Context: an optimization exercise on an open-source flow, tuned for a short achievable clock period and few clock cycles. The choices shown serve that exercise and are no tape-out recipe. Power is estimated from default activity; no workload was simulated.

## cpu_wrapper
module cpu_wrapper(
    clk, rst, carry_in,
    imem_addr, imem_data,
    dmem_addr, dmem_we, dmem_wdata, dmem_rdata,
    io_out, halted
    );
==> flow/config.mk <==
export PLATFORM = sky130hd
export DESIGN_NAME = cpu_wrapper
export DESIGN_NICKNAME = cpu_wrapper
export VERILOG_FILES = /design/flow/design.v
export SDC_FILE = /design/flow/constraint.sdc
export NUM_CORES = 4
export LEC_CHECK = 0
export ABC_CLOCK_PERIOD_IN_PS = 2200
export CAP_MARGIN = 20
export CORE_MARGIN = 2
export CORE_UTILIZATION = 40
export SETUP_SLACK_MARGIN = 4.2
export SLEW_MARGIN = 20
==> flow/constraint.sdc <==
create_clock -name core_clock -period 6.5 [get_ports {clk}]
set_input_delay 1.3000 -clock core_clock [delete_from_list [all_inputs] [get_ports {clk}]]
set_output_delay 1.3000 -clock core_clock [all_outputs]
set_load 0.01 [all_outputs]
standard.sh (not shown) runs the stock make flow with config.mk's settings and CLKGATE_MAP_FILE= SYNTH_SCRIPT=/design/flow/synth_recipe.tcl, a recipe that flattens the netlist after the stock synthesis.
==> flow/flow/run.sh <==
#!/bin/bash
# The standard layout (the standard.sh), with one change: synthesis leaves
# adders as plain gates for abc instead of mapping them onto the library's
# full/half adder cells (ADDER_MAP_FILE empty), which gives faster carry logic.
# Registers are the standard synthesis's: the adder step never touches them.
set -euo pipefail
bash standard.sh ADDER_MAP_FILE= finish > standard_finish.log 2>&1
==> next run, changes <==
--- a/flow/design.v
+++ b/flow/design.v
@@ -23,22 +23,22 @@
     reg       dv_q;      
     reg       ir_v;      
     reg       hz_q;      
     reg [7:0] r0, r1, r2, r3;
     reg       z_q, c_q, n_q;
     reg [7:0] ret_q;
-    localparam NE = 2;
+    localparam NE = 8;
     reg [NE-1:0] e_v;                    
     reg [7:0]    e_tag [0:NE-1];
     reg [7:0]    e_tm1 [0:NE-1];         
     reg [7:0]    e_tm2 [0:NE-1];         
     reg [7:0]    e_tgt [0:NE-1];
     reg [NE-1:0] e_ret;                  
     reg [NE-1:0] e_jcc;                  
     reg [NE-1:0] e_t;                    
-    reg [0:0]    e_wp;                   
+    reg [2:0]    e_wp;                   
     reg          pq_q;                   
     reg [7:0] io_q;
     reg       pend_v;    
     reg       io_pend;   
     reg [7:0] ir_q;      
     reg [7:0] opa_i, opb_i;  
@@ -264,13 +264,13 @@
             ia_q <= 8'h00; alt_i <= 8'hFF; we_q <= 1'b0; halt_q <= 1'b0; dv_q <= 1'b0;
             ir_v <= 1'b0; hz_q <= 1'b0; exec <= 1'b0; stall <= 1'b0;
             r0 <= 8'h00; r1 <= 8'h00; r2 <= 8'h00; r3 <= 8'h00;
             z_q <= 1'b0; c_q <= 1'b0; n_q <= 1'b0;
             ret_q <= 8'h00; io_q <= 8'h00;
             pend_v <= 1'b0; io_pend <= 1'b0;
-            e_v <= {NE{1'b0}}; e_wp <= 1'd0; pq_q <= 1'b0; qsel <= 3'b000;
+            e_v <= {NE{1'b0}}; e_wp <= 3'd0; pq_q <= 1'b0; qsel <= 3'b000;
         end else begin
             ia_q  <= alt_n;
             alt_i <= ~alt_n;
             dv_q  <= stall ? dv_q : ~redir;
             pq_q  <= use_p;
             qsel <= {skip_n, seq_n, ~redir & hold_n};
@@ -280,13 +280,13 @@
             halt_q <= ir_v_n & brk_n & ~(exec & k_wrio);
             ir_v  <= ir_v_n;
             hz_q  <= hz_n;
             if (exec & k_call) ret_q <= ipa2;
             if (exec & ~k_p & (k_jmp | k_call | k_jcc | k_ret)) begin
                 e_v[e_wp] <= 1'b1;
-                e_wp <= e_wp + 1'd1;
+                e_wp <= e_wp + 3'd1;
             end             
             if (alu_we) begin z_q <= alu_z; n_q <= alu_y[7]; end
             else if (pend_v & pend_mul) z_q <= mul_z;
             if (alu_we & k_cwe) c_q <= alu_c;
             else if (pend_v & pend_mul) c_q <= prod[15];
             r0 <= r0_n; r1 <= r1_n; r2 <= r2_n; r3 <= r3_n;
Final area came out higher by 50%.
Fmax drops by 7.1%.
Final cell count came out higher by 36%.
Total power went up by 48%.
Worst setup slack got worse by 0.21 ns.
Critical path depth increases by 1.
Combinational power came out higher by 39%.
Worst hold slack improves by 0.0079 ns.
Clock-buffer cell count rises by 26.
Routed wire length went up by 52%.
Sequential power rises by 49%.
Function was not checked in any run of this note: the RTL went through the layout flow alone.

-- what the ideal ports hide --
In the flow no input, the clock included, has a driving cell. The finished layouts below were timed again as built, in two steps.
Step 1 assumes that a clkbuf_16 drives the clock port and a buf_2 every other input.
Step 2 adds t to the input delays and takes it off the output delays; t is the mean of the earliest and latest rising clock arrival at the registers after step 1. Input paths then give back, and output paths get back, about the clock's delay inside the block.
Slacks: ideal ports / drivers / drivers and shift; pairs: ideal ports / drivers.
run | shift t [ns] | slack for setup (ns) | hold WS [ns] | worst slew at a driven data input, ns
the first run | 0.643 | 3.787 / 3.813 / 3.170 | 0.327 / 0.327 / 0.327 | 0.09
the second run | 0.681 | 3.580 / 3.584 / 2.903 | 0.335 / 0.335 / 0.335 | 0.09
After both steps every run listed still meets setup and hold. For the second run, which loses most, drivers alone change the setup slack by +0.004 ns; drivers and shift together by -0.677 ns.
